Background: an optimization exercise with open tools, aiming at small area and a short achievable clock period. Do not read the settings as production practice.
No run shown here included a check of the RTL's function; only the layout flow was run.
Power is estimated from default activity; no workload was simulated. The clock port is modelled as an ideal driver; clocking choices that lean on that would not hold on a real chip.

==> flow/design.v, too long to show whole: its modules and the start of the top module <==
// module sg_nand2: 1 lines
// module sg_nor2: 1 lines
// module sg_inv: 1 lines
// module sg_xor2: 1 lines
// module sg_xnor2: 1 lines
// module sg_aoi21: 1 lines
// module sg_oai21: 1 lines
// module add64: 1124 lines
// module Scrambler: 69 lines
module Scrambler(
  input         clock,
  input         reset,
  input  [63:0] io_in,
  output [63:0] io_out
);
  // ...
==> flow/run.sh <==
#!/bin/bash
# synth_recipe.tcl (not shown) runs the flow's synth.tcl, then flattens the netlist and writes it again
# the make line also repeats each setting of config.mk as NAME=value (left out here)
make -C /OpenROAD-flow-scripts/flow DESIGN_CONFIG=/design/flow/config.mk WORK_HOME=/design/flow/orfs CLKGATE_MAP_FILE= SYNTH_SCRIPT=/design/flow/synth_recipe.tcl finish
==> flow/config.mk <==
export PLATFORM = sky130hd
export DESIGN_NAME = Scrambler
export DESIGN_NICKNAME = Scrambler
export VERILOG_FILES = /design/flow/design.v
export SDC_FILE = /design/flow/constraint.sdc
export NUM_CORES = 4
export LEC_CHECK = 0
export CAP_MARGIN = 20
export CORE_MARGIN = 2
export CORE_UTILIZATION = 65
export CTS_CLUSTER_DIAMETER = 60
export CTS_CLUSTER_SIZE = 24
export SETUP_SLACK_MARGIN = 2.5
export SLEW_MARGIN = 20
export SYNTH_HIERARCHICAL = 1
export SYNTH_MINIMUM_KEEP_SIZE = 0
export TNS_END_PERCENT = 5
==> flow/constraint.sdc <==
create_clock -name core_clock -period 6.0 [get_ports {clock}]
set_input_delay 1.2000 -clock core_clock [delete_from_list [all_inputs] [get_ports {clock}]]
set_output_delay 1.2000 -clock core_clock [all_outputs]
set_load 0.01 [all_outputs]
==> results.py, run 1 <==
metrics = {
    "floorplan": {
        "io_pins": 130,
        "tap_cells": 765,
    },
    "clock_tree": {
        "numCtsBuffers": 75,
        "post_cts_buffers": 101,
        "ctsResizeCount": 848,
    },
    "sta": {
        "finalHoldViolations": 0,
        "rsz0062_at_grt": "true",
        "fin_hold_ws_ns": 0.3126,
        "fin_ws_ns": 1.512,
    },
    "routing": {
        "route.met2.wl_um": 42210,
        "met3WireLength_um": 4487,
    },
    "setup_path": {
        "critPathRequiredTime_ns": 4.80,
        "reg2reg_setup_slack_ns": 1.91,
        "cpPeakStageDelay_ns": 0.28,
        "cpMaxStageDelayCell": "xor2_2",
        "critical-path-top-delay-family": "buffers and inverters",
        "critPathArrivalTime_ns": 3.29,
    },
    "run_status": {
        "status": "finished clean",
    },
    "synthesis": {
        "ys.flop_type": "dfxtp_1",
        "synth_nets": 2893,
        "synth_warnings": 7,
        "synth_top_area_frac": 0.7862,
        "synth_seq_cells": 1479,
        "yosysSeqAreaShare": 0.7862,
    },
    "finish": {
        "fin_util": 0.7893,
        "inv_count": 33,
    },
    "min_path": {
        "holdCritStartpoint": "p2[4]",
        "min_path_cells": 0,
    },
    "placement": {
        "globalplace.congestion": 0.9430,
    },
    "grt": {
        "grt-busiest-layer": "met2",
    },
    "power": {
        "pg_seq_mw": 10.8,
    },
}
==> module Scrambler, before the edit <==
module Scrambler(
  input         clock,
  input         reset,
  input  [63:0] io_in,
  output [63:0] io_out
);
  reg [63:0] p1;
  reg [63:0] p2;
  reg [63:0] p3;
  reg [63:0] p4;
  reg [63:0] p5;
  reg [63:0] p6;
  reg [63:0] q1;
  reg [63:0] q2;
  reg [63:0] q3;
  reg [63:0] q4;
  reg [63:0] q5;
  reg [63:0] q6;
  reg [63:0] q7;
  reg [63:0] q8;
  reg [63:0] q9;
  reg [63:0] q10;
  reg [63:0] q11;
  reg [63:0] q12;
  reg [63:0] q13;
  reg [63:0] q14;
  reg [63:0] q15;
  reg [63:0] q16;
  reg [63:0] q17;
  reg  [4:0] cnt;    
  reg        m6;     
  reg        m18;    
  wire m18_next = !reset && (m18 || cnt == 5'd17);
  add64 u_out (.a(io_in), .b(q17), .s(io_out));
  always @(posedge clock) begin
    p1  <= io_out;
    p2  <= p1;
    p3  <= p2;
    p4  <= p3;
    p5  <= p4;
    p6  <= p5;
    q1  <= p1 + (m6 ? p6 : 64'h0);
    q2 <= q1;
    q3 <= q2;
    q4 <= q3;
    q5 <= q4;
    q6 <= q5;
    q7 <= q6;
    q8 <= q7;
    q9 <= q8;
    q10 <= q9;
    q11 <= q10;
    q12 <= q11;
    q13 <= q12;
    q14 <= q13;
    q15 <= q14;
    q16 <= q15;
    q17 <= m18_next ? q16 : 64'h0;
  end
  always @(posedge clock) begin
    if (reset) begin
      cnt <= 5'd0;
    end else if (!m18) begin
      cnt <= cnt + 5'd1;
    end
    m6  <= !reset && (m6 || cnt == 5'd5);
    m18 <= m18_next;
  end
endmodule
==> run 2, diff against run 1 <==
--- a/flow/design.v
+++ b/flow/design.v
@@ -1,3 +1,5 @@
 module sg_nand2(input a, input b, output y);  assign y = ~(a & b); endmodule
+module sg_nand3(input a, input b, input c, output y);  assign y = ~(a & b & c); endmodule
 module sg_nor2(input a, input b, output y);   assign y = ~(a | b); endmodule
+module sg_nor2b(input a, input b_n, output y); assign y = ~(a | ~b_n); endmodule
 module sg_inv(input a, output y);             assign y = ~a; endmodule
@@ -7,3 +9,3 @@
 module sg_oai21(input a1, input a2, input b1, output y); assign y = ~((a1 | a2) & b1); endmodule
-module add64(input [63:0] a, input [63:0] b, output [63:0] s);
+module add_out(input [63:0] a, input [63:0] b, output [63:0] s);
   wire g0_0;
@@ -1131,2 +1133,838 @@
 endmodule
+module add_q(input [63:0] a, input [63:0] b, output [63:0] s);
+  wire g0_0;
+  wire p0_0;
+  wire x_0;
+  wire g0_1;
+  wire p0_1;
+  wire x_1;
+  wire g0_2;
+  wire p0_2;
+  wire x_2;
+  wire g0_3;
+  wire p0_3;
+  wire x_3;
+  wire g0_4;
+  wire p0_4;
+  wire x_4;
+  wire g0_5;
+  wire p0_5;
+  wire x_5;
+  wire g0_6;
+  wire p0_6;
+  wire x_6;
+  wire g0_7;
+  wire p0_7;
+  wire x_7;
+  wire g0_8;
+  wire p0_8;
+  wire x_8;
+  wire g0_9;
+  wire p0_9;
+  wire x_9;
+  wire g0_10;
+  wire p0_10;
+  wire x_10;
+  wire g0_11;
+  wire p0_11;
+  wire x_11;
+  wire g0_12;
+  wire p0_12;
+  wire x_12;
+  wire g0_13;
+  wire p0_13;
+  wire x_13;
+  wire g0_14;
+  wire p0_14;
+  wire x_14;
+  wire g0_15;
+  wire p0_15;
+  wire x_15;
+  wire g0_16;
+  wire p0_16;
+  wire x_16;
+  wire g0_17;
+  wire p0_17;
+  wire x_17;
+  wire g0_18;
+  wire p0_18;
+  wire x_18;
+  wire g0_19;
+  wire p0_19;
+  wire x_19;
+  wire g0_20;
+  wire p0_20;
+  wire x_20;
+  wire g0_21;
+  wire p0_21;
+  wire x_21;
+  wire g0_22;
+  wire p0_22;
+  wire x_22;
+  wire g0_23;
+  wire p0_23;
+  wire x_23;
+  wire g0_24;
+  wire p0_24;
+  wire x_24;
+  wire g0_25;
+  wire p0_25;
+  wire x_25;
+  wire g0_26;
+  wire p0_26;
+  wire x_26;
+  wire g0_27;
+  wire p0_27;
+  wire x_27;
+  wire g0_28;
+  wire p0_28;
+  wire x_28;
+  wire g0_29;
+  wire p0_29;
+  wire x_29;
+  wire g0_30;
+  wire p0_30;
+  wire x_30;
+  wire g0_31;
+  wire p0_31;
+  wire x_31;
+  wire g0_32;
+  wire p0_32;
+  wire x_32;
+  wire g0_33;
+  wire p0_33;
+  wire x_33;
+  wire g0_34;
+  wire p0_34;
+  wire x_34;
+  wire g0_35;
+  wire p0_35;
+  wire x_35;
+  wire g0_36;
+  wire p0_36;
+  wire x_36;
+  wire g0_37;
+  wire p0_37;
+  wire x_37;
+  wire g0_38;
+  wire p0_38;
+  wire x_38;
+  wire g0_39;
+  wire p0_39;
+  wire x_39;
+  wire g0_40;
+  wire p0_40;
+  wire x_40;
+  wire g0_41;
+  wire p0_41;
+  wire x_41;
+  wire g0_42;
+  wire p0_42;
+  wire x_42;
+  wire g0_43;
+  wire p0_43;
+  wire x_43;
+  wire g0_44;
+  wire p0_44;
+  wire x_44;
+  wire g0_45;
+  wire p0_45;
+  wire x_45;
+  wire g0_46;
+  wire p0_46;
+  wire x_46;
+  wire g0_47;
+  wire p0_47;
+  wire x_47;
+  wire g0_48;
+  wire p0_48;
+  wire x_48;
+  wire g0_49;
+  wire p0_49;
+  wire x_49;
+  wire g0_50;
+  wire p0_50;
+  wire x_50;
+  wire g0_51;
+  wire p0_51;
+  wire x_51;
+  wire g0_52;
+  wire p0_52;
+  wire x_52;
+  wire g0_53;
+  wire p0_53;
+  wire x_53;
+  wire g0_54;
+  wire p0_54;
+  wire x_54;
+  wire g0_55;
+  wire p0_55;
+  wire x_55;
+  wire g0_56;
+  wire p0_56;
+  wire x_56;
+  wire g0_57;
+  wire p0_57;
+  wire x_57;
+  wire g0_58;
+  wire p0_58;
+  wire x_58;
+  wire g0_59;
+  wire p0_59;
+  wire x_59;
+  wire g0_60;
+  wire p0_60;
+  wire x_60;
+  wire g0_61;
+  wire p0_61;
+  wire x_61;
+  wire g0_62;
+  wire p0_62;
+  wire x_62;
+  wire g0_63;
+  wire p0_63;
+  wire x_63;
+  wire g1_1;
+  wire g1_3;
+  wire p1_3;
+  wire g1_5;
+  wire p1_5;
+  wire g1_7;
+  wire p1_7;
+  wire g1_9;
+  wire p1_9;
+  wire g1_11;
+  wire p1_11;
+  wire g1_13;
+  wire p1_13;
+  wire g1_15;
+  wire p1_15;
+  wire g1_17;
+  wire p1_17;
+  wire g1_19;
+  wire p1_19;
+  wire g1_21;
+  wire p1_21;
+  wire g1_23;
+  wire p1_23;
+  wire g1_25;
+  wire p1_25;
+  wire g1_27;
+  wire p1_27;
+  wire g1_29;
+  wire p1_29;
+  wire g1_31;
+  wire p1_31;
+  wire g1_33;
+  wire p1_33;
+  wire g1_35;
+  wire p1_35;
+  wire g1_37;
+  wire p1_37;
+  wire g1_39;
+  wire p1_39;
+  wire g1_41;
+  wire p1_41;
+  wire g1_43;
+  wire p1_43;
+  wire g1_45;
+  wire p1_45;
+  wire g1_47;
+  wire p1_47;
+  wire g1_49;
+  wire p1_49;
+  wire g1_51;
+  wire p1_51;
+  wire g1_53;
+  wire p1_53;
+  wire g1_55;
+  wire p1_55;
+  wire g1_57;
+  wire p1_57;
+  wire g1_59;
+  wire p1_59;
+  wire g1_61;
+  wire p1_61;
+  wire g1_63;
+  wire p1_63;
+  wire g2_3;
+  wire g2_7;
+  wire p2_7;
+  wire g2_11;
+  wire p2_11;
+  wire g2_15;
+  wire p2_15;
+  wire g2_19;
+  wire p2_19;
+  wire g2_23;
+  wire p2_23;
+  wire g2_27;
+  wire p2_27;
+  wire g2_31;
+  wire p2_31;
+  wire g2_35;
+  wire p2_35;
+  wire g2_39;
+  wire p2_39;
+  wire g2_43;
+  wire p2_43;
+  wire g2_47;
+  wire p2_47;
+  wire g2_51;
+  wire p2_51;
+  wire g2_55;
+  wire p2_55;
+  wire g2_59;
+  wire p2_59;
+  wire g2_63;
+  wire p2_63;
+  wire g3_7;
+  wire g3_15;
+  wire p3_15;
+  wire g3_23;
+  wire p3_23;
+  wire g3_31;
+  wire p3_31;
+  wire g3_39;
+  wire p3_39;
+  wire g3_47;
+  wire p3_47;
+  wire g3_55;
+  wire p3_55;
+  wire g3_63;
+  wire p3_63;
+  wire g4_15;
+  wire g4_31;
+  wire p4_31;
+  wire g4_47;
+  wire p4_47;
+  wire g4_63;
+  wire p4_63;
+  wire g5_31;
+  wire g5_63;
+  wire p5_63;
+  wire g6_63;
+  wire g5_31_n;
+  wire g7_47;
+  wire g4_15_n;
+  wire g8_23;
+  wire g8_39;
+  wire g8_55;
+  wire g3_7_n;
+  wire g9_11;
+  wire g9_19;
+  wire g9_27;
+  wire g9_35;
+  wire g9_43;
+  wire g7_47_n;
+  wire g9_51;
+  wire g9_59;
+  wire g2_3_n;
+  wire g10_5;
+  wire g10_9;
+  wire g10_13;
+  wire g10_17;
+  wire g10_21;
+  wire g8_23_n;
+  wire g10_25;
+  wire g10_29;
+  wire g10_33;
+  wire g10_37;
+  wire g8_39_n;
+  wire g10_41;
+  wire g10_45;
+  wire g10_49;
+  wire g10_53;
+  wire g8_55_n;
+  wire g10_57;
+  wire g10_61;
+  wire g1_1_n;
+  wire g11_2;
+  wire g11_4;
+  wire g11_6;
+  wire g11_8;
+  wire g11_10;
+  wire g9_11_n;
+  wire g11_12;
+  wire g11_14;
+  wire g11_16;
+  wire g11_18;
+  wire g9_19_n;
+  wire g11_20;
+  wire g11_22;
+  wire g11_24;
+  wire g11_26;
+  wire g9_27_n;
+  wire g11_28;
+  wire g11_30;
+  wire g11_32;
+  wire g11_34;
+  wire g9_35_n;
+  wire g11_36;
+  wire g11_38;
+  wire g11_40;
+  wire g11_42;
+  wire g9_43_n;
+  wire g11_44;
+  wire g11_46;
+  wire g11_48;
+  wire g11_50;
+  wire g9_51_n;
+  wire g11_52;
+  wire g11_54;
+  wire g11_56;
+  wire g11_58;
+  wire g9_59_n;
+  wire g11_60;
+  wire g11_62;
+  sg_nand2 u1 (.a(a[0]), .b(b[0]), .y(g0_0));
+  sg_nor2 u2 (.a(a[0]), .b(b[0]), .y(p0_0));
+  sg_xor2 u3 (.a(a[0]), .b(b[0]), .y(x_0));
+  sg_nand2 u4 (.a(a[1]), .b(b[1]), .y(g0_1));
+  sg_nor2 u5 (.a(a[1]), .b(b[1]), .y(p0_1));
+  sg_xor2 u6 (.a(a[1]), .b(b[1]), .y(x_1));
+  sg_nand2 u7 (.a(a[2]), .b(b[2]), .y(g0_2));
+  sg_nor2 u8 (.a(a[2]), .b(b[2]), .y(p0_2));
+  sg_xor2 u9 (.a(a[2]), .b(b[2]), .y(x_2));
+  sg_nand2 u10 (.a(a[3]), .b(b[3]), .y(g0_3));
+  sg_nor2 u11 (.a(a[3]), .b(b[3]), .y(p0_3));
+  sg_xor2 u12 (.a(a[3]), .b(b[3]), .y(x_3));
+  sg_nand2 u13 (.a(a[4]), .b(b[4]), .y(g0_4));
+  sg_nor2 u14 (.a(a[4]), .b(b[4]), .y(p0_4));
+  sg_xor2 u15 (.a(a[4]), .b(b[4]), .y(x_4));
+  sg_nand2 u16 (.a(a[5]), .b(b[5]), .y(g0_5));
+  sg_nor2 u17 (.a(a[5]), .b(b[5]), .y(p0_5));
+  sg_xor2 u18 (.a(a[5]), .b(b[5]), .y(x_5));
+  sg_nand2 u19 (.a(a[6]), .b(b[6]), .y(g0_6));
+  sg_nor2 u20 (.a(a[6]), .b(b[6]), .y(p0_6));
+  sg_xor2 u21 (.a(a[6]), .b(b[6]), .y(x_6));
+  sg_nand2 u22 (.a(a[7]), .b(b[7]), .y(g0_7));
+  sg_nor2 u23 (.a(a[7]), .b(b[7]), .y(p0_7));
+  sg_xor2 u24 (.a(a[7]), .b(b[7]), .y(x_7));
+  sg_nand2 u25 (.a(a[8]), .b(b[8]), .y(g0_8));
+  sg_nor2 u26 (.a(a[8]), .b(b[8]), .y(p0_8));
+  sg_xor2 u27 (.a(a[8]), .b(b[8]), .y(x_8));
+  sg_nand2 u28 (.a(a[9]), .b(b[9]), .y(g0_9));
+  sg_nor2 u29 (.a(a[9]), .b(b[9]), .y(p0_9));
+  sg_xor2 u30 (.a(a[9]), .b(b[9]), .y(x_9));
+  sg_nand2 u31 (.a(a[10]), .b(b[10]), .y(g0_10));
+  sg_nor2 u32 (.a(a[10]), .b(b[10]), .y(p0_10));
+  sg_xor2 u33 (.a(a[10]), .b(b[10]), .y(x_10));
+  sg_nand2 u34 (.a(a[11]), .b(b[11]), .y(g0_11));
+  sg_nor2 u35 (.a(a[11]), .b(b[11]), .y(p0_11));
+  sg_xor2 u36 (.a(a[11]), .b(b[11]), .y(x_11));
+  sg_nand2 u37 (.a(a[12]), .b(b[12]), .y(g0_12));
+  sg_nor2 u38 (.a(a[12]), .b(b[12]), .y(p0_12));
+  sg_xor2 u39 (.a(a[12]), .b(b[12]), .y(x_12));
+  sg_nand2 u40 (.a(a[13]), .b(b[13]), .y(g0_13));
+  sg_nor2 u41 (.a(a[13]), .b(b[13]), .y(p0_13));
+  sg_xor2 u42 (.a(a[13]), .b(b[13]), .y(x_13));
+  sg_nand2 u43 (.a(a[14]), .b(b[14]), .y(g0_14));
+  sg_nor2 u44 (.a(a[14]), .b(b[14]), .y(p0_14));
+  sg_xor2 u45 (.a(a[14]), .b(b[14]), .y(x_14));
+  sg_nand2 u46 (.a(a[15]), .b(b[15]), .y(g0_15));
+  sg_nor2 u47 (.a(a[15]), .b(b[15]), .y(p0_15));
+  sg_xor2 u48 (.a(a[15]), .b(b[15]), .y(x_15));
+  sg_nand2 u49 (.a(a[16]), .b(b[16]), .y(g0_16));
+  sg_nor2 u50 (.a(a[16]), .b(b[16]), .y(p0_16));
+  sg_xor2 u51 (.a(a[16]), .b(b[16]), .y(x_16));
+  sg_nand2 u52 (.a(a[17]), .b(b[17]), .y(g0_17));
+  sg_nor2 u53 (.a(a[17]), .b(b[17]), .y(p0_17));
+  sg_xor2 u54 (.a(a[17]), .b(b[17]), .y(x_17));
+  sg_nand2 u55 (.a(a[18]), .b(b[18]), .y(g0_18));
+  sg_nor2 u56 (.a(a[18]), .b(b[18]), .y(p0_18));
+  sg_xor2 u57 (.a(a[18]), .b(b[18]), .y(x_18));
+  sg_nand2 u58 (.a(a[19]), .b(b[19]), .y(g0_19));
+  sg_nor2 u59 (.a(a[19]), .b(b[19]), .y(p0_19));
+  sg_xor2 u60 (.a(a[19]), .b(b[19]), .y(x_19));
+  sg_nand2 u61 (.a(a[20]), .b(b[20]), .y(g0_20));
+  sg_nor2 u62 (.a(a[20]), .b(b[20]), .y(p0_20));
+  sg_xor2 u63 (.a(a[20]), .b(b[20]), .y(x_20));
+  sg_nand2 u64 (.a(a[21]), .b(b[21]), .y(g0_21));
+  sg_nor2 u65 (.a(a[21]), .b(b[21]), .y(p0_21));
+  sg_xor2 u66 (.a(a[21]), .b(b[21]), .y(x_21));
+  sg_nand2 u67 (.a(a[22]), .b(b[22]), .y(g0_22));
+  sg_nor2 u68 (.a(a[22]), .b(b[22]), .y(p0_22));
+  sg_xor2 u69 (.a(a[22]), .b(b[22]), .y(x_22));
+  sg_nand2 u70 (.a(a[23]), .b(b[23]), .y(g0_23));
+  sg_nor2 u71 (.a(a[23]), .b(b[23]), .y(p0_23));
+  sg_xor2 u72 (.a(a[23]), .b(b[23]), .y(x_23));
+  sg_nand2 u73 (.a(a[24]), .b(b[24]), .y(g0_24));
+  sg_nor2 u74 (.a(a[24]), .b(b[24]), .y(p0_24));
+  sg_xor2 u75 (.a(a[24]), .b(b[24]), .y(x_24));
+  sg_nand2 u76 (.a(a[25]), .b(b[25]), .y(g0_25));
+  sg_nor2 u77 (.a(a[25]), .b(b[25]), .y(p0_25));
+  sg_xor2 u78 (.a(a[25]), .b(b[25]), .y(x_25));
+  sg_nand2 u79 (.a(a[26]), .b(b[26]), .y(g0_26));
+  sg_nor2 u80 (.a(a[26]), .b(b[26]), .y(p0_26));
+  sg_xor2 u81 (.a(a[26]), .b(b[26]), .y(x_26));
+  sg_nand2 u82 (.a(a[27]), .b(b[27]), .y(g0_27));
+  sg_nor2 u83 (.a(a[27]), .b(b[27]), .y(p0_27));
+  sg_xor2 u84 (.a(a[27]), .b(b[27]), .y(x_27));
+  sg_nand2 u85 (.a(a[28]), .b(b[28]), .y(g0_28));
+  sg_nor2 u86 (.a(a[28]), .b(b[28]), .y(p0_28));
+  sg_xor2 u87 (.a(a[28]), .b(b[28]), .y(x_28));
+  sg_nand2 u88 (.a(a[29]), .b(b[29]), .y(g0_29));
+  sg_nor2 u89 (.a(a[29]), .b(b[29]), .y(p0_29));
+  sg_xor2 u90 (.a(a[29]), .b(b[29]), .y(x_29));
+  sg_nand2 u91 (.a(a[30]), .b(b[30]), .y(g0_30));
+  sg_nor2 u92 (.a(a[30]), .b(b[30]), .y(p0_30));
+  sg_xor2 u93 (.a(a[30]), .b(b[30]), .y(x_30));
+  sg_nand2 u94 (.a(a[31]), .b(b[31]), .y(g0_31));
+  sg_nor2 u95 (.a(a[31]), .b(b[31]), .y(p0_31));
+  sg_xor2 u96 (.a(a[31]), .b(b[31]), .y(x_31));
+  sg_nand2 u97 (.a(a[32]), .b(b[32]), .y(g0_32));
+  sg_nor2 u98 (.a(a[32]), .b(b[32]), .y(p0_32));
+  sg_xor2 u99 (.a(a[32]), .b(b[32]), .y(x_32));
+  sg_nand2 u100 (.a(a[33]), .b(b[33]), .y(g0_33));
+  sg_nor2 u101 (.a(a[33]), .b(b[33]), .y(p0_33));
+  sg_xor2 u102 (.a(a[33]), .b(b[33]), .y(x_33));
+  sg_nand2 u103 (.a(a[34]), .b(b[34]), .y(g0_34));
+  sg_nor2 u104 (.a(a[34]), .b(b[34]), .y(p0_34));
+  sg_xor2 u105 (.a(a[34]), .b(b[34]), .y(x_34));
+  sg_nand2 u106 (.a(a[35]), .b(b[35]), .y(g0_35));
+  sg_nor2 u107 (.a(a[35]), .b(b[35]), .y(p0_35));
+  sg_xor2 u108 (.a(a[35]), .b(b[35]), .y(x_35));
+  sg_nand2 u109 (.a(a[36]), .b(b[36]), .y(g0_36));
+  sg_nor2 u110 (.a(a[36]), .b(b[36]), .y(p0_36));
+  sg_xor2 u111 (.a(a[36]), .b(b[36]), .y(x_36));
+  sg_nand2 u112 (.a(a[37]), .b(b[37]), .y(g0_37));
+  sg_nor2 u113 (.a(a[37]), .b(b[37]), .y(p0_37));
+  sg_xor2 u114 (.a(a[37]), .b(b[37]), .y(x_37));
+  sg_nand2 u115 (.a(a[38]), .b(b[38]), .y(g0_38));
+  sg_nor2 u116 (.a(a[38]), .b(b[38]), .y(p0_38));
+  sg_xor2 u117 (.a(a[38]), .b(b[38]), .y(x_38));
+  sg_nand2 u118 (.a(a[39]), .b(b[39]), .y(g0_39));
+  sg_nor2 u119 (.a(a[39]), .b(b[39]), .y(p0_39));
+  sg_xor2 u120 (.a(a[39]), .b(b[39]), .y(x_39));
+  sg_nand2 u121 (.a(a[40]), .b(b[40]), .y(g0_40));
+  sg_nor2 u122 (.a(a[40]), .b(b[40]), .y(p0_40));
+  sg_xor2 u123 (.a(a[40]), .b(b[40]), .y(x_40));
+  sg_nand2 u124 (.a(a[41]), .b(b[41]), .y(g0_41));
+  sg_nor2 u125 (.a(a[41]), .b(b[41]), .y(p0_41));
+  sg_xor2 u126 (.a(a[41]), .b(b[41]), .y(x_41));
+  sg_nand2 u127 (.a(a[42]), .b(b[42]), .y(g0_42));
+  sg_nor2 u128 (.a(a[42]), .b(b[42]), .y(p0_42));
+  sg_xor2 u129 (.a(a[42]), .b(b[42]), .y(x_42));
+  sg_nand2 u130 (.a(a[43]), .b(b[43]), .y(g0_43));
+  sg_nor2 u131 (.a(a[43]), .b(b[43]), .y(p0_43));
+  sg_xor2 u132 (.a(a[43]), .b(b[43]), .y(x_43));
+  sg_nand2 u133 (.a(a[44]), .b(b[44]), .y(g0_44));
+  sg_nor2 u134 (.a(a[44]), .b(b[44]), .y(p0_44));
+  sg_xor2 u135 (.a(a[44]), .b(b[44]), .y(x_44));
+  sg_nand2 u136 (.a(a[45]), .b(b[45]), .y(g0_45));
+  sg_nor2 u137 (.a(a[45]), .b(b[45]), .y(p0_45));
+  sg_xor2 u138 (.a(a[45]), .b(b[45]), .y(x_45));
+  sg_nand2 u139 (.a(a[46]), .b(b[46]), .y(g0_46));
+  sg_nor2 u140 (.a(a[46]), .b(b[46]), .y(p0_46));
+  sg_xor2 u141 (.a(a[46]), .b(b[46]), .y(x_46));
+  sg_nand2 u142 (.a(a[47]), .b(b[47]), .y(g0_47));
+  sg_nor2 u143 (.a(a[47]), .b(b[47]), .y(p0_47));
+  sg_xor2 u144 (.a(a[47]), .b(b[47]), .y(x_47));
+  sg_nand2 u145 (.a(a[48]), .b(b[48]), .y(g0_48));
+  sg_nor2 u146 (.a(a[48]), .b(b[48]), .y(p0_48));
+  sg_xor2 u147 (.a(a[48]), .b(b[48]), .y(x_48));
+  sg_nand2 u148 (.a(a[49]), .b(b[49]), .y(g0_49));
+  sg_nor2 u149 (.a(a[49]), .b(b[49]), .y(p0_49));
+  sg_xor2 u150 (.a(a[49]), .b(b[49]), .y(x_49));
+  sg_nand2 u151 (.a(a[50]), .b(b[50]), .y(g0_50));
+  sg_nor2 u152 (.a(a[50]), .b(b[50]), .y(p0_50));
+  sg_xor2 u153 (.a(a[50]), .b(b[50]), .y(x_50));
+  sg_nand2 u154 (.a(a[51]), .b(b[51]), .y(g0_51));
+  sg_nor2 u155 (.a(a[51]), .b(b[51]), .y(p0_51));
+  sg_xor2 u156 (.a(a[51]), .b(b[51]), .y(x_51));
+  sg_nand2 u157 (.a(a[52]), .b(b[52]), .y(g0_52));
+  sg_nor2 u158 (.a(a[52]), .b(b[52]), .y(p0_52));
+  sg_xor2 u159 (.a(a[52]), .b(b[52]), .y(x_52));
+  sg_nand2 u160 (.a(a[53]), .b(b[53]), .y(g0_53));
+  sg_nor2 u161 (.a(a[53]), .b(b[53]), .y(p0_53));
+  sg_xor2 u162 (.a(a[53]), .b(b[53]), .y(x_53));
+  sg_nand2 u163 (.a(a[54]), .b(b[54]), .y(g0_54));
+  sg_nor2 u164 (.a(a[54]), .b(b[54]), .y(p0_54));
+  sg_xor2 u165 (.a(a[54]), .b(b[54]), .y(x_54));
+  sg_nand2 u166 (.a(a[55]), .b(b[55]), .y(g0_55));
+  sg_nor2 u167 (.a(a[55]), .b(b[55]), .y(p0_55));
+  sg_xor2 u168 (.a(a[55]), .b(b[55]), .y(x_55));
+  sg_nand2 u169 (.a(a[56]), .b(b[56]), .y(g0_56));
+  sg_nor2 u170 (.a(a[56]), .b(b[56]), .y(p0_56));
+  sg_xor2 u171 (.a(a[56]), .b(b[56]), .y(x_56));
+  sg_nand2 u172 (.a(a[57]), .b(b[57]), .y(g0_57));
+  sg_nor2 u173 (.a(a[57]), .b(b[57]), .y(p0_57));
+  sg_xor2 u174 (.a(a[57]), .b(b[57]), .y(x_57));
+  sg_nand2 u175 (.a(a[58]), .b(b[58]), .y(g0_58));
+  sg_nor2 u176 (.a(a[58]), .b(b[58]), .y(p0_58));
+  sg_xor2 u177 (.a(a[58]), .b(b[58]), .y(x_58));
+  sg_nand2 u178 (.a(a[59]), .b(b[59]), .y(g0_59));
+  sg_nor2 u179 (.a(a[59]), .b(b[59]), .y(p0_59));
+  sg_xor2 u180 (.a(a[59]), .b(b[59]), .y(x_59));
+  sg_nand2 u181 (.a(a[60]), .b(b[60]), .y(g0_60));
+  sg_nor2 u182 (.a(a[60]), .b(b[60]), .y(p0_60));
+  sg_xor2 u183 (.a(a[60]), .b(b[60]), .y(x_60));
+  sg_nand2 u184 (.a(a[61]), .b(b[61]), .y(g0_61));
+  sg_nor2 u185 (.a(a[61]), .b(b[61]), .y(p0_61));
+  sg_xor2 u186 (.a(a[61]), .b(b[61]), .y(x_61));
+  sg_nand2 u187 (.a(a[62]), .b(b[62]), .y(g0_62));
+  sg_nor2 u188 (.a(a[62]), .b(b[62]), .y(p0_62));
+  sg_xor2 u189 (.a(a[62]), .b(b[62]), .y(x_62));
+  sg_nand2 u190 (.a(a[63]), .b(b[63]), .y(g0_63));
+  sg_nor2 u191 (.a(a[63]), .b(b[63]), .y(p0_63));
+  sg_xor2 u192 (.a(a[63]), .b(b[63]), .y(x_63));
+  sg_oai21 u193 (.a1(p0_1), .a2(g0_0), .b1(g0_1), .y(g1_1));
+  sg_oai21 u194 (.a1(p0_3), .a2(g0_2), .b1(g0_3), .y(g1_3));
+  sg_nor2 u195 (.a(p0_3), .b(p0_2), .y(p1_3));
+  sg_oai21 u196 (.a1(p0_5), .a2(g0_4), .b1(g0_5), .y(g1_5));
+  sg_nor2 u197 (.a(p0_5), .b(p0_4), .y(p1_5));
+  sg_oai21 u198 (.a1(p0_7), .a2(g0_6), .b1(g0_7), .y(g1_7));
+  sg_nor2 u199 (.a(p0_7), .b(p0_6), .y(p1_7));
+  sg_oai21 u200 (.a1(p0_9), .a2(g0_8), .b1(g0_9), .y(g1_9));
+  sg_nor2 u201 (.a(p0_9), .b(p0_8), .y(p1_9));
+  sg_oai21 u202 (.a1(p0_11), .a2(g0_10), .b1(g0_11), .y(g1_11));
+  sg_nor2 u203 (.a(p0_11), .b(p0_10), .y(p1_11));
+  sg_oai21 u204 (.a1(p0_13), .a2(g0_12), .b1(g0_13), .y(g1_13));
+  sg_nor2 u205 (.a(p0_13), .b(p0_12), .y(p1_13));
+  sg_oai21 u206 (.a1(p0_15), .a2(g0_14), .b1(g0_15), .y(g1_15));
+  sg_nor2 u207 (.a(p0_15), .b(p0_14), .y(p1_15));
+  sg_oai21 u208 (.a1(p0_17), .a2(g0_16), .b1(g0_17), .y(g1_17));
+  sg_nor2 u209 (.a(p0_17), .b(p0_16), .y(p1_17));
+  sg_oai21 u210 (.a1(p0_19), .a2(g0_18), .b1(g0_19), .y(g1_19));
+  sg_nor2 u211 (.a(p0_19), .b(p0_18), .y(p1_19));
+  sg_oai21 u212 (.a1(p0_21), .a2(g0_20), .b1(g0_21), .y(g1_21));
+  sg_nor2 u213 (.a(p0_21), .b(p0_20), .y(p1_21));
+  sg_oai21 u214 (.a1(p0_23), .a2(g0_22), .b1(g0_23), .y(g1_23));
+  sg_nor2 u215 (.a(p0_23), .b(p0_22), .y(p1_23));
+  sg_oai21 u216 (.a1(p0_25), .a2(g0_24), .b1(g0_25), .y(g1_25));
+  sg_nor2 u217 (.a(p0_25), .b(p0_24), .y(p1_25));
+  sg_oai21 u218 (.a1(p0_27), .a2(g0_26), .b1(g0_27), .y(g1_27));
+  sg_nor2 u219 (.a(p0_27), .b(p0_26), .y(p1_27));
+  sg_oai21 u220 (.a1(p0_29), .a2(g0_28), .b1(g0_29), .y(g1_29));
+  sg_nor2 u221 (.a(p0_29), .b(p0_28), .y(p1_29));
+  sg_oai21 u222 (.a1(p0_31), .a2(g0_30), .b1(g0_31), .y(g1_31));
+  sg_nor2 u223 (.a(p0_31), .b(p0_30), .y(p1_31));
+  sg_oai21 u224 (.a1(p0_33), .a2(g0_32), .b1(g0_33), .y(g1_33));
+  sg_nor2 u225 (.a(p0_33), .b(p0_32), .y(p1_33));
+  sg_oai21 u226 (.a1(p0_35), .a2(g0_34), .b1(g0_35), .y(g1_35));
+  sg_nor2 u227 (.a(p0_35), .b(p0_34), .y(p1_35));
+  sg_oai21 u228 (.a1(p0_37), .a2(g0_36), .b1(g0_37), .y(g1_37));
+  sg_nor2 u229 (.a(p0_37), .b(p0_36), .y(p1_37));
+  sg_oai21 u230 (.a1(p0_39), .a2(g0_38), .b1(g0_39), .y(g1_39));
+  sg_nor2 u231 (.a(p0_39), .b(p0_38), .y(p1_39));
+  sg_oai21 u232 (.a1(p0_41), .a2(g0_40), .b1(g0_41), .y(g1_41));
+  sg_nor2 u233 (.a(p0_41), .b(p0_40), .y(p1_41));
+  sg_oai21 u234 (.a1(p0_43), .a2(g0_42), .b1(g0_43), .y(g1_43));
+  sg_nor2 u235 (.a(p0_43), .b(p0_42), .y(p1_43));
+  sg_oai21 u236 (.a1(p0_45), .a2(g0_44), .b1(g0_45), .y(g1_45));
+  sg_nor2 u237 (.a(p0_45), .b(p0_44), .y(p1_45));
+  sg_oai21 u238 (.a1(p0_47), .a2(g0_46), .b1(g0_47), .y(g1_47));
+  sg_nor2 u239 (.a(p0_47), .b(p0_46), .y(p1_47));
+  sg_oai21 u240 (.a1(p0_49), .a2(g0_48), .b1(g0_49), .y(g1_49));
+  sg_nor2 u241 (.a(p0_49), .b(p0_48), .y(p1_49));
+  sg_oai21 u242 (.a1(p0_51), .a2(g0_50), .b1(g0_51), .y(g1_51));
+  sg_nor2 u243 (.a(p0_51), .b(p0_50), .y(p1_51));
+  sg_oai21 u244 (.a1(p0_53), .a2(g0_52), .b1(g0_53), .y(g1_53));
+  sg_nor2 u245 (.a(p0_53), .b(p0_52), .y(p1_53));
+  sg_oai21 u246 (.a1(p0_55), .a2(g0_54), .b1(g0_55), .y(g1_55));
+  sg_nor2 u247 (.a(p0_55), .b(p0_54), .y(p1_55));
+  sg_oai21 u248 (.a1(p0_57), .a2(g0_56), .b1(g0_57), .y(g1_57));
+  sg_nor2 u249 (.a(p0_57), .b(p0_56), .y(p1_57));
+  sg_oai21 u250 (.a1(p0_59), .a2(g0_58), .b1(g0_59), .y(g1_59));
+  sg_nor2 u251 (.a(p0_59), .b(p0_58), .y(p1_59));
+  sg_oai21 u252 (.a1(p0_61), .a2(g0_60), .b1(g0_61), .y(g1_61));
+  sg_nor2 u253 (.a(p0_61), .b(p0_60), .y(p1_61));
+  sg_oai21 u254 (.a1(p0_63), .a2(g0_62), .b1(g0_63), .y(g1_63));
+  sg_nor2 u255 (.a(p0_63), .b(p0_62), .y(p1_63));
+  sg_aoi21 u256 (.a1(p1_3), .a2(g1_1), .b1(g1_3), .y(g2_3));
+  sg_aoi21 u257 (.a1(p1_7), .a2(g1_5), .b1(g1_7), .y(g2_7));
+  sg_nand2 u258 (.a(p1_7), .b(p1_5), .y(p2_7));
+  sg_aoi21 u259 (.a1(p1_11), .a2(g1_9), .b1(g1_11), .y(g2_11));
+  sg_nand2 u260 (.a(p1_11), .b(p1_9), .y(p2_11));
+  sg_aoi21 u261 (.a1(p1_15), .a2(g1_13), .b1(g1_15), .y(g2_15));
+  sg_nand2 u262 (.a(p1_15), .b(p1_13), .y(p2_15));
+  sg_aoi21 u263 (.a1(p1_19), .a2(g1_17), .b1(g1_19), .y(g2_19));
+  sg_nand2 u264 (.a(p1_19), .b(p1_17), .y(p2_19));
+  sg_aoi21 u265 (.a1(p1_23), .a2(g1_21), .b1(g1_23), .y(g2_23));
+  sg_nand2 u266 (.a(p1_23), .b(p1_21), .y(p2_23));
+  sg_aoi21 u267 (.a1(p1_27), .a2(g1_25), .b1(g1_27), .y(g2_27));
+  sg_nand2 u268 (.a(p1_27), .b(p1_25), .y(p2_27));
+  sg_aoi21 u269 (.a1(p1_31), .a2(g1_29), .b1(g1_31), .y(g2_31));
+  sg_nand2 u270 (.a(p1_31), .b(p1_29), .y(p2_31));
+  sg_aoi21 u271 (.a1(p1_35), .a2(g1_33), .b1(g1_35), .y(g2_35));
+  sg_nand2 u272 (.a(p1_35), .b(p1_33), .y(p2_35));
+  sg_aoi21 u273 (.a1(p1_39), .a2(g1_37), .b1(g1_39), .y(g2_39));
+  sg_nand2 u274 (.a(p1_39), .b(p1_37), .y(p2_39));
+  sg_aoi21 u275 (.a1(p1_43), .a2(g1_41), .b1(g1_43), .y(g2_43));
+  sg_nand2 u276 (.a(p1_43), .b(p1_41), .y(p2_43));
+  sg_aoi21 u277 (.a1(p1_47), .a2(g1_45), .b1(g1_47), .y(g2_47));
+  sg_nand2 u278 (.a(p1_47), .b(p1_45), .y(p2_47));
+  sg_aoi21 u279 (.a1(p1_51), .a2(g1_49), .b1(g1_51), .y(g2_51));
+  sg_nand2 u280 (.a(p1_51), .b(p1_49), .y(p2_51));
+  sg_aoi21 u281 (.a1(p1_55), .a2(g1_53), .b1(g1_55), .y(g2_55));
+  sg_nand2 u282 (.a(p1_55), .b(p1_53), .y(p2_55));
+  sg_aoi21 u283 (.a1(p1_59), .a2(g1_57), .b1(g1_59), .y(g2_59));
+  sg_nand2 u284 (.a(p1_59), .b(p1_57), .y(p2_59));
+  sg_aoi21 u285 (.a1(p1_63), .a2(g1_61), .b1(g1_63), .y(g2_63));
+  sg_nand2 u286 (.a(p1_63), .b(p1_61), .y(p2_63));
+  sg_oai21 u287 (.a1(p2_7), .a2(g2_3), .b1(g2_7), .y(g3_7));
+  sg_oai21 u288 (.a1(p2_15), .a2(g2_11), .b1(g2_15), .y(g3_15));
+  sg_nor2 u289 (.a(p2_15), .b(p2_11), .y(p3_15));
+  sg_oai21 u290 (.a1(p2_23), .a2(g2_19), .b1(g2_23), .y(g3_23));
+  sg_nor2 u291 (.a(p2_23), .b(p2_19), .y(p3_23));
+  sg_oai21 u292 (.a1(p2_31), .a2(g2_27), .b1(g2_31), .y(g3_31));
+  sg_nor2 u293 (.a(p2_31), .b(p2_27), .y(p3_31));
+  sg_oai21 u294 (.a1(p2_39), .a2(g2_35), .b1(g2_39), .y(g3_39));
+  sg_nor2 u295 (.a(p2_39), .b(p2_35), .y(p3_39));
+  sg_oai21 u296 (.a1(p2_47), .a2(g2_43), .b1(g2_47), .y(g3_47));
+  sg_nor2 u297 (.a(p2_47), .b(p2_43), .y(p3_47));
+  sg_oai21 u298 (.a1(p2_55), .a2(g2_51), .b1(g2_55), .y(g3_55));
+  sg_nor2 u299 (.a(p2_55), .b(p2_51), .y(p3_55));
+  sg_oai21 u300 (.a1(p2_63), .a2(g2_59), .b1(g2_63), .y(g3_63));
+  sg_nor2 u301 (.a(p2_63), .b(p2_59), .y(p3_63));
+  sg_aoi21 u302 (.a1(p3_15), .a2(g3_7), .b1(g3_15), .y(g4_15));
+  sg_aoi21 u303 (.a1(p3_31), .a2(g3_23), .b1(g3_31), .y(g4_31));
+  sg_nand2 u304 (.a(p3_31), .b(p3_23), .y(p4_31));
+  sg_aoi21 u305 (.a1(p3_47), .a2(g3_39), .b1(g3_47), .y(g4_47));
+  sg_nand2 u306 (.a(p3_47), .b(p3_39), .y(p4_47));
+  sg_aoi21 u307 (.a1(p3_63), .a2(g3_55), .b1(g3_63), .y(g4_63));
+  sg_nand2 u308 (.a(p3_63), .b(p3_55), .y(p4_63));
+  sg_oai21 u309 (.a1(p4_31), .a2(g4_15), .b1(g4_31), .y(g5_31));
+  sg_oai21 u310 (.a1(p4_63), .a2(g4_47), .b1(g4_63), .y(g5_63));
+  sg_nor2 u311 (.a(p4_63), .b(p4_47), .y(p5_63));
+  sg_aoi21 u312 (.a1(p5_63), .a2(g5_31), .b1(g5_63), .y(g6_63));
+  sg_inv u313 (.a(g5_31), .y(g5_31_n));
+  sg_oai21 u314 (.a1(p4_47), .a2(g5_31_n), .b1(g4_47), .y(g7_47));
+  sg_inv u315 (.a(g4_15), .y(g4_15_n));
+  sg_aoi21 u316 (.a1(p3_23), .a2(g4_15_n), .b1(g3_23), .y(g8_23));
+  sg_aoi21 u317 (.a1(p3_39), .a2(g5_31), .b1(g3_39), .y(g8_39));
+  sg_aoi21 u318 (.a1(p3_55), .a2(g7_47), .b1(g3_55), .y(g8_55));
+  sg_inv u319 (.a(g3_7), .y(g3_7_n));
+  sg_oai21 u320 (.a1(p2_11), .a2(g3_7_n), .b1(g2_11), .y(g9_11));
+  sg_oai21 u321 (.a1(p2_19), .a2(g4_15), .b1(g2_19), .y(g9_19));
+  sg_oai21 u322 (.a1(p2_27), .a2(g8_23), .b1(g2_27), .y(g9_27));
+  sg_oai21 u323 (.a1(p2_35), .a2(g5_31_n), .b1(g2_35), .y(g9_35));
+  sg_oai21 u324 (.a1(p2_43), .a2(g8_39), .b1(g2_43), .y(g9_43));
+  sg_inv u325 (.a(g7_47), .y(g7_47_n));
+  sg_oai21 u326 (.a1(p2_51), .a2(g7_47_n), .b1(g2_51), .y(g9_51));
+  sg_oai21 u327 (.a1(p2_59), .a2(g8_55), .b1(g2_59), .y(g9_59));
+  sg_inv u328 (.a(g2_3), .y(g2_3_n));
+  sg_aoi21 u329 (.a1(p1_5), .a2(g2_3_n), .b1(g1_5), .y(g10_5));
+  sg_aoi21 u330 (.a1(p1_9), .a2(g3_7), .b1(g1_9), .y(g10_9));
+  sg_aoi21 u331 (.a1(p1_13), .a2(g9_11), .b1(g1_13), .y(g10_13));
+  sg_aoi21 u332 (.a1(p1_17), .a2(g4_15_n), .b1(g1_17), .y(g10_17));
+  sg_aoi21 u333 (.a1(p1_21), .a2(g9_19), .b1(g1_21), .y(g10_21));
+  sg_inv u334 (.a(g8_23), .y(g8_23_n));
+  sg_aoi21 u335 (.a1(p1_25), .a2(g8_23_n), .b1(g1_25), .y(g10_25));
+  sg_aoi21 u336 (.a1(p1_29), .a2(g9_27), .b1(g1_29), .y(g10_29));
+  sg_aoi21 u337 (.a1(p1_33), .a2(g5_31), .b1(g1_33), .y(g10_33));
+  sg_aoi21 u338 (.a1(p1_37), .a2(g9_35), .b1(g1_37), .y(g10_37));
+  sg_inv u339 (.a(g8_39), .y(g8_39_n));
+  sg_aoi21 u340 (.a1(p1_41), .a2(g8_39_n), .b1(g1_41), .y(g10_41));
+  sg_aoi21 u341 (.a1(p1_45), .a2(g9_43), .b1(g1_45), .y(g10_45));
+  sg_aoi21 u342 (.a1(p1_49), .a2(g7_47), .b1(g1_49), .y(g10_49));
+  sg_aoi21 u343 (.a1(p1_53), .a2(g9_51), .b1(g1_53), .y(g10_53));
+  sg_inv u344 (.a(g8_55), .y(g8_55_n));
+  sg_aoi21 u345 (.a1(p1_57), .a2(g8_55_n), .b1(g1_57), .y(g10_57));
+  sg_aoi21 u346 (.a1(p1_61), .a2(g9_59), .b1(g1_61), .y(g10_61));
+  sg_inv u347 (.a(g1_1), .y(g1_1_n));
+  sg_oai21 u348 (.a1(p0_2), .a2(g1_1_n), .b1(g0_2), .y(g11_2));
+  sg_oai21 u349 (.a1(p0_4), .a2(g2_3), .b1(g0_4), .y(g11_4));
+  sg_oai21 u350 (.a1(p0_6), .a2(g10_5), .b1(g0_6), .y(g11_6));
+  sg_oai21 u351 (.a1(p0_8), .a2(g3_7_n), .b1(g0_8), .y(g11_8));
+  sg_oai21 u352 (.a1(p0_10), .a2(g10_9), .b1(g0_10), .y(g11_10));
+  sg_inv u353 (.a(g9_11), .y(g9_11_n));
+  sg_oai21 u354 (.a1(p0_12), .a2(g9_11_n), .b1(g0_12), .y(g11_12));
+  sg_oai21 u355 (.a1(p0_14), .a2(g10_13), .b1(g0_14), .y(g11_14));
+  sg_oai21 u356 (.a1(p0_16), .a2(g4_15), .b1(g0_16), .y(g11_16));
+  sg_oai21 u357 (.a1(p0_18), .a2(g10_17), .b1(g0_18), .y(g11_18));
+  sg_inv u358 (.a(g9_19), .y(g9_19_n));
+  sg_oai21 u359 (.a1(p0_20), .a2(g9_19_n), .b1(g0_20), .y(g11_20));
+  sg_oai21 u360 (.a1(p0_22), .a2(g10_21), .b1(g0_22), .y(g11_22));
+  sg_oai21 u361 (.a1(p0_24), .a2(g8_23), .b1(g0_24), .y(g11_24));
+  sg_oai21 u362 (.a1(p0_26), .a2(g10_25), .b1(g0_26), .y(g11_26));
+  sg_inv u363 (.a(g9_27), .y(g9_27_n));
+  sg_oai21 u364 (.a1(p0_28), .a2(g9_27_n), .b1(g0_28), .y(g11_28));
+  sg_oai21 u365 (.a1(p0_30), .a2(g10_29), .b1(g0_30), .y(g11_30));
+  sg_oai21 u366 (.a1(p0_32), .a2(g5_31_n), .b1(g0_32), .y(g11_32));
+  sg_oai21 u367 (.a1(p0_34), .a2(g10_33), .b1(g0_34), .y(g11_34));
+  sg_inv u368 (.a(g9_35), .y(g9_35_n));
+  sg_oai21 u369 (.a1(p0_36), .a2(g9_35_n), .b1(g0_36), .y(g11_36));
+  sg_oai21 u370 (.a1(p0_38), .a2(g10_37), .b1(g0_38), .y(g11_38));
+  sg_oai21 u371 (.a1(p0_40), .a2(g8_39), .b1(g0_40), .y(g11_40));
+  sg_oai21 u372 (.a1(p0_42), .a2(g10_41), .b1(g0_42), .y(g11_42));
+  sg_inv u373 (.a(g9_43), .y(g9_43_n));
+  sg_oai21 u374 (.a1(p0_44), .a2(g9_43_n), .b1(g0_44), .y(g11_44));
+  sg_oai21 u375 (.a1(p0_46), .a2(g10_45), .b1(g0_46), .y(g11_46));
+  sg_oai21 u376 (.a1(p0_48), .a2(g7_47_n), .b1(g0_48), .y(g11_48));
+  sg_oai21 u377 (.a1(p0_50), .a2(g10_49), .b1(g0_50), .y(g11_50));
+  sg_inv u378 (.a(g9_51), .y(g9_51_n));
+  sg_oai21 u379 (.a1(p0_52), .a2(g9_51_n), .b1(g0_52), .y(g11_52));
+  sg_oai21 u380 (.a1(p0_54), .a2(g10_53), .b1(g0_54), .y(g11_54));
+  sg_oai21 u381 (.a1(p0_56), .a2(g8_55), .b1(g0_56), .y(g11_56));
+  sg_oai21 u382 (.a1(p0_58), .a2(g10_57), .b1(g0_58), .y(g11_58));
+  sg_inv u383 (.a(g9_59), .y(g9_59_n));
+  sg_oai21 u384 (.a1(p0_60), .a2(g9_59_n), .b1(g0_60), .y(g11_60));
+  sg_oai21 u385 (.a1(p0_62), .a2(g10_61), .b1(g0_62), .y(g11_62));
+  assign s[0] = x_0;
+  sg_xnor2 u386 (.a(x_1), .b(g0_0), .y(s[1]));
+  sg_xor2 u387 (.a(x_2), .b(g1_1), .y(s[2]));
+  sg_xor2 u388 (.a(x_3), .b(g11_2), .y(s[3]));
+  sg_xnor2 u389 (.a(x_4), .b(g2_3), .y(s[4]));
+  sg_xor2 u390 (.a(x_5), .b(g11_4), .y(s[5]));
+  sg_xnor2 u391 (.a(x_6), .b(g10_5), .y(s[6]));
+  sg_xor2 u392 (.a(x_7), .b(g11_6), .y(s[7]));
+  sg_xor2 u393 (.a(x_8), .b(g3_7), .y(s[8]));
+  sg_xor2 u394 (.a(x_9), .b(g11_8), .y(s[9]));
+  sg_xnor2 u395 (.a(x_10), .b(g10_9), .y(s[10]));
+  sg_xor2 u396 (.a(x_11), .b(g11_10), .y(s[11]));
+  sg_xor2 u397 (.a(x_12), .b(g9_11), .y(s[12]));
+  sg_xor2 u398 (.a(x_13), .b(g11_12), .y(s[13]));
+  sg_xnor2 u399 (.a(x_14), .b(g10_13), .y(s[14]));
+  sg_xor2 u400 (.a(x_15), .b(g11_14), .y(s[15]));
+  sg_xnor2 u401 (.a(x_16), .b(g4_15), .y(s[16]));
+  sg_xor2 u402 (.a(x_17), .b(g11_16), .y(s[17]));
+  sg_xnor2 u403 (.a(x_18), .b(g10_17), .y(s[18]));
+  sg_xor2 u404 (.a(x_19), .b(g11_18), .y(s[19]));
+  sg_xor2 u405 (.a(x_20), .b(g9_19), .y(s[20]));
+  sg_xor2 u406 (.a(x_21), .b(g11_20), .y(s[21]));
+  sg_xnor2 u407 (.a(x_22), .b(g10_21), .y(s[22]));
+  sg_xor2 u408 (.a(x_23), .b(g11_22), .y(s[23]));
+  sg_xnor2 u409 (.a(x_24), .b(g8_23), .y(s[24]));
+  sg_xor2 u410 (.a(x_25), .b(g11_24), .y(s[25]));
+  sg_xnor2 u411 (.a(x_26), .b(g10_25), .y(s[26]));
+  sg_xor2 u412 (.a(x_27), .b(g11_26), .y(s[27]));
+  sg_xor2 u413 (.a(x_28), .b(g9_27), .y(s[28]));
+  sg_xor2 u414 (.a(x_29), .b(g11_28), .y(s[29]));
+  sg_xnor2 u415 (.a(x_30), .b(g10_29), .y(s[30]));
+  sg_xor2 u416 (.a(x_31), .b(g11_30), .y(s[31]));
+  sg_xor2 u417 (.a(x_32), .b(g5_31), .y(s[32]));
+  sg_xor2 u418 (.a(x_33), .b(g11_32), .y(s[33]));
+  sg_xnor2 u419 (.a(x_34), .b(g10_33), .y(s[34]));
+  sg_xor2 u420 (.a(x_35), .b(g11_34), .y(s[35]));
+  sg_xor2 u421 (.a(x_36), .b(g9_35), .y(s[36]));
+  sg_xor2 u422 (.a(x_37), .b(g11_36), .y(s[37]));
+  sg_xnor2 u423 (.a(x_38), .b(g10_37), .y(s[38]));
+  sg_xor2 u424 (.a(x_39), .b(g11_38), .y(s[39]));
+  sg_xnor2 u425 (.a(x_40), .b(g8_39), .y(s[40]));
+  sg_xor2 u426 (.a(x_41), .b(g11_40), .y(s[41]));
+  sg_xnor2 u427 (.a(x_42), .b(g10_41), .y(s[42]));
+  sg_xor2 u428 (.a(x_43), .b(g11_42), .y(s[43]));
+  sg_xor2 u429 (.a(x_44), .b(g9_43), .y(s[44]));
+  sg_xor2 u430 (.a(x_45), .b(g11_44), .y(s[45]));
+  sg_xnor2 u431 (.a(x_46), .b(g10_45), .y(s[46]));
+  sg_xor2 u432 (.a(x_47), .b(g11_46), .y(s[47]));
+  sg_xor2 u433 (.a(x_48), .b(g7_47), .y(s[48]));
+  sg_xor2 u434 (.a(x_49), .b(g11_48), .y(s[49]));
+  sg_xnor2 u435 (.a(x_50), .b(g10_49), .y(s[50]));
+  sg_xor2 u436 (.a(x_51), .b(g11_50), .y(s[51]));
+  sg_xor2 u437 (.a(x_52), .b(g9_51), .y(s[52]));
+  sg_xor2 u438 (.a(x_53), .b(g11_52), .y(s[53]));
+  sg_xnor2 u439 (.a(x_54), .b(g10_53), .y(s[54]));
+  sg_xor2 u440 (.a(x_55), .b(g11_54), .y(s[55]));
+  sg_xnor2 u441 (.a(x_56), .b(g8_55), .y(s[56]));
+  sg_xor2 u442 (.a(x_57), .b(g11_56), .y(s[57]));
+  sg_xnor2 u443 (.a(x_58), .b(g10_57), .y(s[58]));
+  sg_xor2 u444 (.a(x_59), .b(g11_58), .y(s[59]));
+  sg_xor2 u445 (.a(x_60), .b(g9_59), .y(s[60]));
+  sg_xor2 u446 (.a(x_61), .b(g11_60), .y(s[61]));
+  sg_xnor2 u447 (.a(x_62), .b(g10_61), .y(s[62]));
+  sg_xor2 u448 (.a(x_63), .b(g11_62), .y(s[63]));
+endmodule
 module Scrambler(
@@ -1164,3 +2002,6 @@
   wire m18_next = !reset && (m18 || cnt == 5'd17);
-  add64 u_out (.a(io_in), .b(q17), .s(io_out));
+  wire m6_next  = !reset && (m6 || cnt == 5'd5);
+  add_out u_out (.a(io_in), .b(q17), .s(io_out));
+  wire [63:0] q1_next;   
+  add_q u_q (.a(p1), .b(p6), .s(q1_next));
   always @(posedge clock) begin
@@ -1171,4 +2012,4 @@
     p5  <= p4;
-    p6  <= p5;
-    q1  <= p1 + (m6 ? p6 : 64'h0);
+    p6  <= m6_next ? p5 : 64'h0;
+    q1  <= q1_next;
     q2 <= q1;
@@ -1196,3 +2037,3 @@
     end
-    m6  <= !reset && (m6 || cnt == 5'd5);
+    m6  <= m6_next;
     m18 <= m18_next;
==> flow/flow/run.sh (new file) <==
#!/bin/bash
# Layout flow: the standard flow (standard.sh, the ORFS make targets), run
# in two steps.  Synthesis is the standard one, unchanged.  The rest of the
# layout differs from the standard flow in two settings only:
#  - the port buffers that buffer_ports inserts are plain buffers (buf_2)
#    rather than the delay cell it would pick on its own, and
#  - the resizer may swap a cell for one of another footprint
#    (MATCH_CELL_FOOTPRINT=0; sky130hd's platform config sets it to 1).
# Each step's full output goes to its own log file in the work folder.
set -euo pipefail
bash standard.sh synth > run_synth.log 2>&1
bash standard.sh "BUFFER_PORTS_ARGS=-buffer_cell sky130_fd_sc_hd__buf_2" \
  MATCH_CELL_FOOTPRINT=0 finish > run_layout.log 2>&1
==> flow/standard.sh (new file) <==
#!/bin/bash
# synth_recipe.tcl (not shown) runs the flow's synth.tcl, then flattens the netlist and writes it again
# the make line also repeats each setting of config.mk as NAME=value (left out here)
make -C /OpenROAD-flow-scripts/flow DESIGN_CONFIG=/design/flow/config.mk WORK_HOME=/design/flow/orfs CLKGATE_MAP_FILE= SYNTH_SCRIPT=/design/flow/synth_recipe.tcl "${@:-finish}"
--- a/flow/config.mk
+++ b/flow/config.mk
@@ -10,4 +10,4 @@
 export CORE_UTILIZATION = 65
-export CTS_CLUSTER_DIAMETER = 60
-export CTS_CLUSTER_SIZE = 24
+export CTS_CLUSTER_DIAMETER = 80
+export CTS_CLUSTER_SIZE = 32
 export SETUP_SLACK_MARGIN = 2.5
removed: flow/run.sh
==> run 2 against run 1 <==
Net effect:
- synthesized area decreased by 2.9%
- cell count decreased by 5.5%
- die area decreased by 2.9%
- sequential cell count unchanged
- largest power group unchanged
- fmax increased by 3.6%
- still clean
- clock skew decreased by 0.0088 ns
==> results.py, run 2 <==
metrics = {
    "grt": {
        "grt_max_degree": 47,
        "grt_pass1_wl_um": 88110,
        "grt_util_all_layers": 0.1997,
        "grt_pass1_vias": 16999,
        "grt_remaining_overflow": 0,
        "antenna_found_initial": 14,
    },
    "clock_tree": {
        "cts_sinks": 1479,
        "cts_tree": "done",
        "cts_htree_levels": 2,
        "ctsHoldBuffers": 0,
        "cts_max_path_buffers": 3,
        "clk_latency_ns": 0.64,
        "clkTransAtPathRegs_ns": 0.11,
        "numCtsBuffers": 52,
        "root_buffer": "clkbuf_16",
    },
    "routing": {
        "postRouteAntennaNets": 0,
        "initialDrtViolationCount": 578,
        "drt-total-wl_um": 58150,
        "viasPerCell": 4.753,
        "vias": 17235,
        "wl_per_cell_um": 16.04,
        "drtPass1Iterations": 4,
        "drc": 0,
    },
    "placement": {
        "dp_cells": 3523,
        "io_buffers": 129,
        "globalplace.congestion": 0.8553,
        "dp_hpwl_um": 39420,
    },
    "synthesis": {
        "yosysMostFrequentCell": "dfxtp_1",
        "synth_warnings": 7,
        "synth.avg_cell_area_um2": 13.75,
        "synth_edf_count": 0,
        "synth_seq_cells": 1479,
        "synth_common_cells": "dfxtp_1, nor2_1, xor2_1, nand2_1, o21ai_1",
        "synthTopCellsByArea": "dfxtp_1, xor2_1, o21ai_1",
        "synthDistinctLibCells": 17,
        "synth_nets": 2726,
        "syn_inst": 2658,
        "async_reset_ff_frac": 0,
        "syn_area_um2": 36550,
        "ys.flop_type": "dfxtp_1",
        "synth_top_area_cell": "dfxtp_1",
        "synth_top_area_frac": 0.8101,
        "yosysSeqAreaShare": 0.8101,
    },
    "setup_path": {
        "cpMostUsedCell": "o21ai_4",
        "critPathArrivalTime_ns": 3.13,
        "path_cells": "buf_2 > nand2_1 > o21ai_4 > a21oi_4 > o21ai_4 > a21oi_4 > o21ai_4 > inv_1 > o21ai_1 > xor2_1 > buf_4 > buf_2",
        "critPathKind": "primary input to primary output",
        "start_kind": "primary input",
        "endpoint_kind": "primary output",
        "critPathRequiredTime_ns": 4.80,
        "cp_max_fo": 4,
        "critical_path_buf_inv_count": 4,
        "critPathLaunch": "io_in[4]",
        "cpPeakStageDelay_ns": 0.27,
        "critical-path-top-delay-family": "compound AO/OA/AOI/OAI gates",
        "cpMaxStageDelayCell": "o21ai_4",
        "r2r_start": "p1[0]",
    },
    "power": {
        "p_int_mw": 12.29,
        "ir_worst_vdd_mv": 0.3524,
        "power_per_cell_area_nw_per_um2": 374.1,
        "p_comb_frac": 0.021,
        "p_sw_frac": 0.1973,
        "clockPowerShare": 0.279,
        "p_leak_nw": 17.08,
        "switchingPower_mw": 3.021,
        "totalPowerFinal_mw": 15.31,
        "p_seq_frac": 0.700,
    },
    "floorplan": {
        "design.core.area_um2": 55310,
        "die_h_um": 241.1,
        "io_pins": 130,
        "die_area_um2": 58140,
        "num_rows": 86,
        "start_util": 0.6608,
        "die-width_um": 241.1,
    },
    "sta": {
        "tightestPinTransition_ns": 0.6780,
        "slew_headroom": 0.5450,
        "fin_hold_ws_ns": 0.3218,
        "tns_ns": 0,
        "rsz0062_at_grt": "true",
        "timing.fmax_ghz": 0.2308,
        "skew_ns": 0.02894,
        "finalHoldViolations": 0,
        "setup_viol": 0,
        "slew_violations": 0,
        "period_share": 0.7222,
        "post-route-min-period_ns": 4.333,
    },
    "run_status": {
        "status": "finished clean",
    },
    "finish": {
        "fin_cells": 3626,
        "synthToLayoutAreaGrowth_pct": 11.98,
        "layout-drive-gt1-share": 0.1838,
        "fillers": 3665,
        "regArea_um2": 29610,
        "final_common_cell": "dfxtp_1",
        "final_cell_mix": "dfxtp_1, xor2_1, nand2_1",
        "final_nets": 2937,
        "multi_input_area_um2": 7775,
    },
    "min_path": {
        "holdCritStartpoint": "q3[48]",
        "hp-class": "flop to flop",
    },
    "run": {
        "drv_cap": 0,
    },
}
run 2: worst register-to-register path: stages (launching register included):
cell and delay (ns):
dfxtp_1 0.41, nand2_1 0.12, o21ai_1 0.35, a21oi_2 0.16
o21ai_1 0.45, a21oi_2 0.21, o21ai_1 0.19, buf_4 0.21
inv_1 0.10, o21ai_1 0.56, a21oi_2 0.21, o21ai_1 0.38
a21oi_2 0.14, o21ai_1 0.18, xor2_1 0.15
run 2: area by class of cell:
cell class                      count  area share
Inverter                           35    0.003271
Antenna cell                        6   0.0003668
Timing Repair Buffer              173     0.02589
Clock buffer                       54     0.03302
Clock inverter                      3    0.001192
Multi-Input combinational cell   1128      0.1900
Sequential cell                  1479      0.7234
Tap cell                          748     0.02287
run 2: power by group through the flow:
stage                     clock network, mW  registers (mW)  logic, mW
after detailed placement                  0            11.0      0.272
after global routing                   4.71            10.8      0.343
after floorplan                           0            10.9      0.165
after CTS                              4.39            10.7      0.304
final                                  4.28            10.7      0.315
after global placement                    0            10.9      0.264
run 2: per-stage QoR:
step | util | area [µm²] | setup WS (ns)
after floorplan | - | 36710 | 2.273
after detailed placement | 0.6913 | 38230 | 1.295
final | 0.7400 | 40930 | 1.667
after global placement | 0.6908 | 38200 | 1.331
after CTS | 0.7344 | 40620 | 1.742
after global routing | 0.7399 | 40920 | 1.633
run 2: repair_timing:
action,4_1_cts,5_1_grt
buffers inserted,38,2
endpoints found under the setup margin,70,74
pin swaps,56,18
gates resized for setup,165,75
run 2: layer usage:
layer / global-route usage / routed length (µm) / vias to the layer above
met1: 0.2638 / 27020 / 8121
met5: 0 / 60 / -
met4: 0.07931 / 2094 / 10
met3: 0.03580 / 2079 / 129
met2: 0.3289 / 26900 / 234
li1: - / - / 8741
run 2: cell families after synthesis:
logic type | after synthesis | share of synthesized area
buf+inv | 51 | 0.007257
flops | 1479 | 0.8101
simple gates | 565 | 0.06754
xor+xnor | 258 | 0.06183
compound gates | 303 | 0.05258
fa+ha+maj | 2 | 0.0006846
run 2: path summary, 6_finish.rpt:
kind,end,slack [ns],cells after the start
worst max-delay path,io_out[29],1.67,12
worst min-delay path,q4[48],0.32,0
worst max register to register,q1[63],2.13,14
worst min register to register,q4[48],0.32,0
run 2: per-module statistics from Yosys, one instance, submodules excluded, a selection:
module	times used	area, µm²	flip-flops and latches
sg_oai21	192	5.005	0
sg_nor2	232	3.754	0
sg_nand2	194	3.754	0
sg_inv	32	3.754	0
add_q	1	7.507	0
sg_aoi21	108	8.758	0
add_out	1	7.507	0

## separate check: timing with driven ports
The flow's constraints put no driver on any port. The routed layouts listed below were extracted and timed again, unchanged, in two steps. Step 1 (the two cells are an assumption about what drives the block):
set clk [get_ports {clock}]
set_driving_cell -lib_cell sky130_fd_sc_hd__clkbuf_16 $clk
set_driving_cell -lib_cell sky130_fd_sc_hd__buf_2 [delete_from_list [all_inputs] $clk]
Step 2 also shifts input and output timing later by t, the mid clock arrival at the registers, as if the neighbouring blocks saw the same clock. Three values: no drivers, after step 1, after step 2; two values: the first two.
run | t (ns) | setup WS [ns] | worst setup path at the end | clock arrival spread, ns | cell pins on the clock port's net
run 1 | 0.684 | 1.512 / 1.446 / 1.446 | input to output | 0.038 / 0.037 | 1
run 2 | 0.690 | 1.667 / 1.611 / 1.611 | input to output | 0.029 / 0.029 | 1
After both steps setup and hold are still met in every run listed. For run 1, which loses most, drivers alone change the setup slack by -0.066 ns; drivers and shift together by -0.066 ns.
